This is an optimization exercise on Yosys and OpenROAD, whose aim is small area, not a production implementation. RTL that was checked went through simulation tests only; none was proved equivalent to the original. No driver is modelled on the clock port, so clocking that relies on it looks cheaper here than on a real chip. Power is estimated from default activity; no workload was simulated.

// top_ep4ce6
module top_ep4ce6 (
                input wire resetn,
                input wire clk50m,
                input wire uart_rx,
                input wire [3:0] sw,
                output wire uart_tx,
                output wire beep_o,
                output wire [4:0] led,
                output wire [7:0] seg7,
                output wire [3:0] seg_cs );
    reg [22:0] c;
    always @(posedge clk50m or negedge resetn)
        if (!resetn) c <= 23'd0;
        else         c <= c + 1'b1;
    reg [7:0] seg;
    always @(*)
        case (c[22:19])
            4'h0 : seg = 8'hc0;
            4'h1 : seg = 8'hf9;
            4'h2 : seg = 8'ha4;
            4'h3 : seg = 8'hb0;
            4'h4 : seg = 8'h99;
            4'h5 : seg = 8'h92;
            4'h6 : seg = 8'h82;
            4'h7 : seg = 8'hf8;
            4'h8 : seg = 8'h80;
            4'h9 : seg = 8'h90;
            4'ha : seg = 8'h88;
            4'hb : seg = 8'h83;
            4'hc : seg = 8'hc6;
            4'hd : seg = 8'ha1;
            4'he : seg = 8'h86;
            4'hf : seg = 8'h8e;
        endcase
    assign seg7   = seg;
    assign seg_cs = 4'b0000;
    assign beep_o = sw[0] & ~(c[7] & c[18] & c[21]);
    reg [18:0] lc;
    reg        ledr;
    wire       lhit = (lc == 19'd239229);
    always @(posedge clk50m or negedge resetn)
        if (!resetn) begin
            lc   <= 19'd478459;
            ledr <= 1'b0;
        end else begin
            lc   <= {lc[17:0], ~(lc[18] ^ lc[17] ^ lc[16] ^ lc[13]) ^ lhit};
            ledr <= ledr ^ lhit;
        end
    assign led = {1'b0, {4{ledr}}};
  ...
Size: ~320 cells after synthesis, about 26 I/O pins, ~4000 sq um of cells after synthesis.
clock: 20.0 ns
lec_check: 0
abc_clock_period_in_ps: 1000000
cap_margin: 20
core_margin: 2
core_utilization: 40
slew_margin: 20
standard.sh (not shown) runs the stock make flow with config.mk's settings and CLKGATE_MAP_FILE= SYNTH_SCRIPT=/design/flow/synth_recipe.tcl, a recipe that flattens the netlist after the stock synthesis.
==> flow/flow/run.sh <==
#!/bin/bash
# Standard ORFS layout with a leaner clock tree (no dummy balancing loads)
# and the smallest buffer on the ports.
set -e
cp standard.sh standard_sh_copy.txt
export CTS_ARGS="-sink_clustering_enable -repair_clock_nets -dont_use_dummy_load"
export BUFFER_PORTS_ARGS="-buffer_cell sky130_fd_sc_hd__buf_1"
bash standard.sh finish > standard.log 2>&1
The baseline completed with no timing, DRC or antenna violations.
Rerun with:
==> flow/run.sh (new file) <==
#!/bin/bash
# synth_recipe.tcl (not shown) runs the flow's synth.tcl, then flattens the netlist and writes it again
# the make line also repeats each setting of config.mk as NAME=value (left out here)
make -C /OpenROAD-flow-scripts/flow DESIGN_CONFIG=/design/flow/config.mk WORK_HOME=/design/flow/orfs CLKGATE_MAP_FILE= SYNTH_SCRIPT=/design/flow/synth_recipe.tcl finish
--- a/flow/config.mk
+++ b/flow/config.mk
@@ -6,5 +6,4 @@
 export NUM_CORES = 4
 export LEC_CHECK = 0
-export ABC_CLOCK_PERIOD_IN_PS = 1000000
 export CAP_MARGIN = 20
 export CORE_MARGIN = 2
removed: flow/flow/run.sh
removed: flow/standard.sh
After rerunning: The new run completed without violations. Worst setup slack is worse by 820 ps. Final cell count came out higher by about 1.5%. Power came out higher by 8.3%. Hold slack is about the same. Area after synthesis does not change.
Rerun with:
==> flow/flow/run.sh (new file) <==
#!/bin/bash
# Standard ORFS layout with a leaner clock tree (no dummy balancing loads)
# and the smallest buffer on the ports.
set -e
cp standard.sh standard_sh_copy.txt
export CTS_ARGS="-sink_clustering_enable -repair_clock_nets -dont_use_dummy_load"
export BUFFER_PORTS_ARGS="-buffer_cell sky130_fd_sc_hd__buf_1"
bash standard.sh finish > standard.log 2>&1
==> flow/standard.sh (new file) <==
#!/bin/bash
# synth_recipe.tcl (not shown) runs the flow's synth.tcl, then flattens the netlist and writes it again
# the make line also repeats each setting of config.mk as NAME=value (left out here)
make -C /OpenROAD-flow-scripts/flow DESIGN_CONFIG=/design/flow/config.mk WORK_HOME=/design/flow/orfs CLKGATE_MAP_FILE= SYNTH_SCRIPT=/design/flow/synth_recipe.tcl "${@:-finish}"
--- a/flow/config.mk
+++ b/flow/config.mk
@@ -6,4 +6,5 @@
 export NUM_CORES = 4
 export LEC_CHECK = 0
+export ABC_AREA = 1
 export CAP_MARGIN = 20
 export CORE_MARGIN = 2
removed: flow/run.sh
After rerunning: Utilization goes down by 2.5 points. Global-route usage is higher by 1.3 points. Sequential share of layout area fell by 2.0 points. Wire length goes up by 18%. Design area goes up by 3.8%. Via count went up by about 27%. Clock-buffer cell count is unchanged.
Rerun with:
==> flow/flow/run.sh (replaced) <==
#!/bin/bash
# Layout flow: the standard ORFS flow (standard.sh), with two changes to
# how the gates are made, none to the registers:
#  - synthesis maps the logic with an area-oriented ABC script (flow/area.abc)
#    and without the half-adder extraction (ADDER_MAP_FILE empty);
#  - CTS does not add dummy balancing loads, and the ports get the smallest
#    buffer (buf_1) instead of a delay buffer.
# Each tool's output goes to a log file in this folder.
set -euo pipefail
here=$(pwd)
abc_script="$here/flow/area.abc"

# Synthesis script: synth_recipe.tcl with the ABC call redirected to area.abc.
{
  echo "proc abc {args} {"
  echo "  set i [lsearch -exact \$args -script]"
  echo "  if {\$i >= 0} { set args [lreplace \$args \$i [expr {\$i + 1}]] }"
  echo "  set i [lsearch -exact \$args -D]"
  echo "  if {\$i >= 0} { set args [lreplace \$args \$i [expr {\$i + 1}]] }"
  echo "  yosys abc -script $abc_script -D 20000 {*}\$args"
  echo "}"
  cat synth_recipe.tcl
} > area_synth.tcl

sed -e "s#SYNTH_SCRIPT=[^ ]*synth_recipe.tcl#SYNTH_SCRIPT=$here/area_synth.tcl ADDER_MAP_FILE=#" standard.sh > area_standard.sh
grep -q "area_synth.tcl ADDER_MAP_FILE=" area_standard.sh

export CTS_ARGS="-sink_clustering_enable -repair_clock_nets -dont_use_dummy_load"
export BUFFER_PORTS_ARGS="-buffer_cell sky130_fd_sc_hd__buf_1"
bash area_standard.sh finish > orfs_flow.log 2>&1
==> flow/flow/area.abc (new file) <==
strash
dc2
strash
&get -n
&dch -f
&nf -R 1000
&put
strash
&get -n
&dch -f
&nf -R 1000
&put
--- a/flow/config.mk
+++ b/flow/config.mk
@@ -6,5 +6,4 @@
 export NUM_CORES = 4
 export LEC_CHECK = 0
-export ABC_AREA = 1
 export CAP_MARGIN = 20
 export CORE_MARGIN = 2
Result: The new run ran to the end with no violations; design area goes down by 17%; die area came out lower by 17%; maximum frequency fell by 1.1%; total power went down by 8.3%.
Rerun with:
--- a/flow/config.mk
+++ b/flow/config.mk
@@ -8,4 +8,5 @@
 export CAP_MARGIN = 20
 export CORE_MARGIN = 2
-export CORE_UTILIZATION = 40
+export CORE_UTILIZATION = 70
+export PLACE_DENSITY = 0.8
 export SLEW_MARGIN = 20
=> Clock skew is about the same; design area drops by 1.2%; worst setup slack is worse by 62 ps; total power is about the same; hold slack stays flat; fmax decreases by 0.73%; global-route usage increases by 9.7 points; die area came out lower by 41%; flip-flop and latch count is unchanged; wire length rose by 6.0%; core utilization grows by 31 points.

---

The RTL this note starts from:
==> flow/design.v <==
module top_ep4ce6 (
                input wire resetn,
                input wire clk50m,
                input wire uart_rx,
                input wire [3:0] sw,
                output wire uart_tx,
                output wire beep_o,
                output wire [4:0] led,
                output wire [7:0] seg7,
                output wire [3:0] seg_cs );
    reg [22:0] c;
    always @(posedge clk50m or negedge resetn)
        if (!resetn) c <= 23'd0;
        else         c <= c + 1'b1;
    reg [7:0] seg;
    always @(*)
        case (c[22:19])
            4'h0 : seg = 8'hc0;
            4'h1 : seg = 8'hf9;
            4'h2 : seg = 8'ha4;
            4'h3 : seg = 8'hb0;
            4'h4 : seg = 8'h99;
            4'h5 : seg = 8'h92;
            4'h6 : seg = 8'h82;
            4'h7 : seg = 8'hf8;
            4'h8 : seg = 8'h80;
            4'h9 : seg = 8'h90;
            4'ha : seg = 8'h88;
            4'hb : seg = 8'h83;
            4'hc : seg = 8'hc6;
            4'hd : seg = 8'ha1;
            4'he : seg = 8'h86;
            4'hf : seg = 8'h8e;
        endcase
    assign seg7   = seg;
    assign seg_cs = 4'b0000;
    assign beep_o = sw[0] & ~(c[7] & c[18] & c[21]);
    reg [18:0] lc;
    reg        ledr;
    wire       lhit = (lc == 19'd239229);
    always @(posedge clk50m or negedge resetn)
        if (!resetn) begin
            lc   <= 19'd478459;
            ledr <= 1'b0;
        end else begin
            lc   <= {lc[17:0], ~(lc[18] ^ lc[17] ^ lc[16] ^ lc[13]) ^ lhit};
            ledr <= ledr ^ lhit;
        end
    assign led = {1'b0, {4{ledr}}};
    localparam [12:0] PM = 13'b1010101010101;
    reg rx0, rx1, rx2, rx3;
    always @(posedge clk50m or negedge resetn)
        if (!resetn) {rx2, rx1, rx0} <= 3'b000;
        else         {rx2, rx1, rx0} <= {rx1, rx0, uart_rx};
    always @(posedge clk50m)
        rx3 <= rx2;
    wire neg_rx = rx3 & rx2 & ~rx1 & ~rx0;
    reg  [12:0] tr;
    wire [12:0] sr = tr ^ PM;
    reg         rx_int;
    wire        clk_bps_r = (sr == 13'd2666);
    always @(posedge clk50m)
        tr <= ((rx_int && sr != 13'd4586) ? {sr[11:0], ~(sr[12] ^ sr[11] ^ sr[10] ^ sr[7])} : 13'd0) ^ PM;
    reg [3:0] n_rs;                  
    wire [3:0] n_r = n_rs ^ 4'd7;
    reg [7:0] rx_sh;
    wire      r_end  = (n_r == 4'd2);
    wire      r_post = (n_r >= 4'd3) && (n_r <= 4'd6);
    always @(posedge clk50m or negedge resetn)
        if (!resetn)          rx_int <= 1'b0;
        else if (neg_rx)      rx_int <= 1'b1;
        else if (r_end)       rx_int <= 1'b0;
    always @(posedge clk50m or negedge resetn)
        if (!resetn) n_rs <= 4'd0;
        else if ((rx_int && clk_bps_r) || r_post || (r_end && !neg_rx)) n_rs <= (n_r + 1'b1) ^ 4'd7;
        else if (r_end) n_rs <= 4'd0;
    always @(posedge clk50m)
        if (rx_int && clk_bps_r && n_r[3]) rx_sh <= {uart_rx, rx_sh[7:1]};
    wire load = (n_r == 4'd5);
    reg  [12:0] tt;
    wire [12:0] st = tt ^ PM;
    reg  [3:0]  n_ts;                
    wire [3:0]  n_t = n_ts ^ 4'd6;
    wire        tx_en = (n_t != 4'd6);
    wire        clk_bps_t = (st == 13'd2666);
    always @(posedge clk50m)
        tt <= ((tx_en && st != 13'd4586) ? {st[11:0], ~(st[12] ^ st[11] ^ st[10] ^ st[7])} : 13'd0) ^ PM;
    reg [7:0] tx_data;
    reg       tx_r;
    wire      t_end = (n_t == 4'd2);
    always @(posedge clk50m)
        if (load) tx_data <= rx_sh;
    always @(posedge clk50m or negedge resetn)
        if (!resetn) begin
            n_ts <= 4'd0;
            tx_r <= 1'b1;
        end else begin
            if (tx_en && clk_bps_t) begin
                n_ts <= (n_t + 1'b1) ^ 4'd6;
                tx_r <= n_t[3] ? tx_data[n_t[2:0]] : ~(n_t == 4'd7);
            end else if (load && (!tx_en || t_end)) n_ts <= 4'd1;
            else if (t_end) n_ts <= 4'd0;
        end
    assign uart_tx = tx_r;
endmodule
export LEC_CHECK = 0
export CAP_MARGIN = 20
export CORE_MARGIN = 2
export CORE_UTILIZATION = 40
export SLEW_MARGIN = 20
create_clock -name core_clock -period 20.0 [get_ports {clk50m}]
==> flow/flow/run.sh <==
#!/bin/bash
# Layout flow: the standard ORFS flow (standard.sh), with two changes to
# how the gates are made, none to the registers:
#  - synthesis maps the logic with an area-oriented ABC script (flow/area.abc)
#    and without the half-adder extraction (ADDER_MAP_FILE empty);
#  - CTS does not add dummy balancing loads, and after CTS each clock buffer
#    is downsized where the register clock pins keep a slew well below the
#    limit (flow/downsize_clock.tcl);
#  - the ports get the smallest buffer (buf_1) instead of a delay buffer;
#  - the constant outputs share synthesis's single tie-low/tie-high cell
#    (SKIP_REPAIR_TIE_FANOUT).
# Each tool's output goes to a log file in this folder.
set -euo pipefail
here=$(pwd)
abc_script="$here/flow/area.abc"

# Synthesis script: synth_recipe.tcl with the ABC call redirected to area.abc.
{
  echo "proc abc {args} {"
  echo "  set i [lsearch -exact \$args -script]"
  echo "  if {\$i >= 0} { set args [lreplace \$args \$i [expr {\$i + 1}]] }"
  echo "  set i [lsearch -exact \$args -D]"
  echo "  if {\$i >= 0} { set args [lreplace \$args \$i [expr {\$i + 1}]] }"
  echo "  yosys abc -script $abc_script -D 20000 {*}\$args"
  echo "}"
  cat synth_recipe.tcl
} > area_synth.tcl

sed -e "s#SYNTH_SCRIPT=[^ ]*synth_recipe.tcl#SYNTH_SCRIPT=$here/area_synth.tcl ADDER_MAP_FILE=#" standard.sh > area_standard.sh
grep -q "area_synth.tcl ADDER_MAP_FILE=" area_standard.sh

export CTS_ARGS="-sink_clustering_enable -repair_clock_nets -dont_use_dummy_load"
export BUFFER_PORTS_ARGS="-buffer_cell sky130_fd_sc_hd__buf_1"
export POST_CTS_TCL="$here/flow/downsize_clock.tcl"
export SKIP_REPAIR_TIE_FANOUT=1
bash area_standard.sh finish > orfs_flow.log 2>&1
==> flow/flow/downsize_clock.tcl <==
# POST_CTS hook: try a smaller cell for each clock buffer CTS placed and keep
# it only if every register clock pin still sees a slew below the limit
# (placement parasitics, with a margin for the routed layout).
set clk_slew_limit 0.118
proc clk_max_slew {} {
  estimate_parasitics -placement
  set mx 0
  foreach p [get_pins -hierarchical */CLK] {
    set s [get_property $p slew_max]
    if {$s > $mx} { set mx $s }
  }
  return $mx
}
set db [ord::get_db]
set before [clk_max_slew]
puts "downsize_clock: max clock pin slew before [format %.4f $before]"
set bufs {}
foreach inst [[ord::get_db_block] getInsts] {
  set m [[$inst getMaster] getName]
  if {[string match "sky130_fd_sc_hd__clkbuf_*" $m] && [string match "clkbuf_*" [$inst getName]]} {
    lappend bufs $inst
  }
}
foreach inst $bufs {
  set orig [[$inst getMaster] getName]
  foreach smaller {sky130_fd_sc_hd__clkbuf_2 sky130_fd_sc_hd__clkbuf_4} {
    if {$smaller eq $orig} { break }
    $inst swapMaster [$db findMaster $smaller]
    set s [clk_max_slew]
    if {$s <= $clk_slew_limit} {
      puts "downsize_clock: [$inst getName] $orig -> $smaller (max slew [format %.4f $s])"
      break
    }
    $inst swapMaster [$db findMaster $orig]
  }
}
puts "downsize_clock: max clock pin slew after [format %.4f [clk_max_slew]]"
detailed_placement
Other scripts of this flow, unchanged in this note and not shown: flow/flow/area.abc
Next try:
--- a/flow/flow/downsize_clock.tcl
+++ b/flow/flow/downsize_clock.tcl
@@ -3,3 +3,3 @@
 # (placement parasitics, with a margin for the routed layout).
-set clk_slew_limit 0.118
+set clk_slew_limit 0.105
 proc clk_max_slew {} {
After rerunning: The new run produced a clean layout; maximum frequency is unchanged; design area is higher slightly; core utilization climbs by 0.14 points; non-clock buffer count is unchanged; routed wire length is unchanged; cell count does not change.
No functional check of the RTL was part of any run of this note.

---

== P ==
top_ep4ce6, a different RTL version from the one above (not shown whole).
Size: roughly 4200 µm² of cells after synthesis.
clock: 20.0 ns
lec_check: 0
cap_margin: 20
core_margin: 2
core_utilization: 40
slew_margin: 20
run.sh (not shown) runs the stock make flow with config.mk's settings and CLKGATE_MAP_FILE= SYNTH_SCRIPT=/design/flow/synth_recipe.tcl, a recipe that flattens the netlist after the stock synthesis.
Stock flow here: none of the scripts above is used.
Input-level comparison between Q and P:
diff --git a/flow/config.mk b/flow/config.mk
--- a/flow/config.mk
+++ b/flow/config.mk
@@ -9,3 +9,6 @@
 export CORE_MARGIN = 2
 export CORE_UTILIZATION = 40
+export CTS_BUF_LIST = sky130_fd_sc_hd__clkbuf_4 sky130_fd_sc_hd__clkbuf_8
+export CTS_CLUSTER_DIAMETER = 100
+export CTS_CLUSTER_SIZE = 40
 export SLEW_MARGIN = 20
### Flow results
- Diff P -> Q: worst hold slack essentially unchanged; arrival time at the worst endpoint flat; number of buffer and inverter instances along the worst setup path was more or less identical.
- For setup slack, Q and P come out practically identical.
- Delta (Q minus P): overall die area ~0 delta, flip-flop and latch count comparable, total cell area at the placement stage has remained practically unchanged, quantity of I/O buffers inserted on ports has remained practically unchanged.
- Comparing P against Q, there is no change at all in clock-buffer cell count.
Function was not checked in any run of this note: the RTL went through the layout flow alone.

-- afterwards: timing with drivers on the ports --
No port has a modelled driver above. Below, the same layouts with a new extraction and two added sets of constraints. Step 1 sets driving cells, clkbuf_16 on the clock port and buf_2 on the other inputs (assumed; they add their load-dependent delay and slew). Step 2 also shifts input and output timing later by t, the mid clock arrival at the registers, as if the neighbouring blocks saw the same clock. Three values: no drivers, after step 1, after step 2; two values: the first two.
run | t (ns) | slack for setup (ns) | latest minus earliest clock arrival (ns)
the first run of note 1 | 0.377 | 11.602 / 11.581 / 11.581 | 0.037 / 0.037
the second run of note 1 | 0.391 | 10.783 / 10.762 / 10.762 | 0.020 / 0.020
the third run of note 1 | 0.370 | 11.675 / 11.651 / 11.651 | 0.035 / 0.035
the fourth run of note 1 | 0.379 | 11.584 / 11.558 / 11.558 | 0.022 / 0.021
the fifth run of note 1 | 0.367 | 11.522 / 11.497 / 11.497 | 0.016 / 0.016
the first run of note 2 | 0.510 | 11.585 / 11.563 / 11.563 | 0.026 / 0.027
the second run of note 2 | 0.524 | 11.585 / 11.563 / 11.563 | 0.032 / 0.032
P | 0.402 | 10.825 / 10.801 / 10.801 | 0.016 / 0.016
Q | 0.402 | 10.825 / 10.801 / 10.801 | 0.016 / 0.016
After both steps setup and hold are still met in every run listed. For the fourth run of note 1, which loses most, drivers alone change the setup slack by -0.026 ns; drivers and shift together by -0.026 ns.
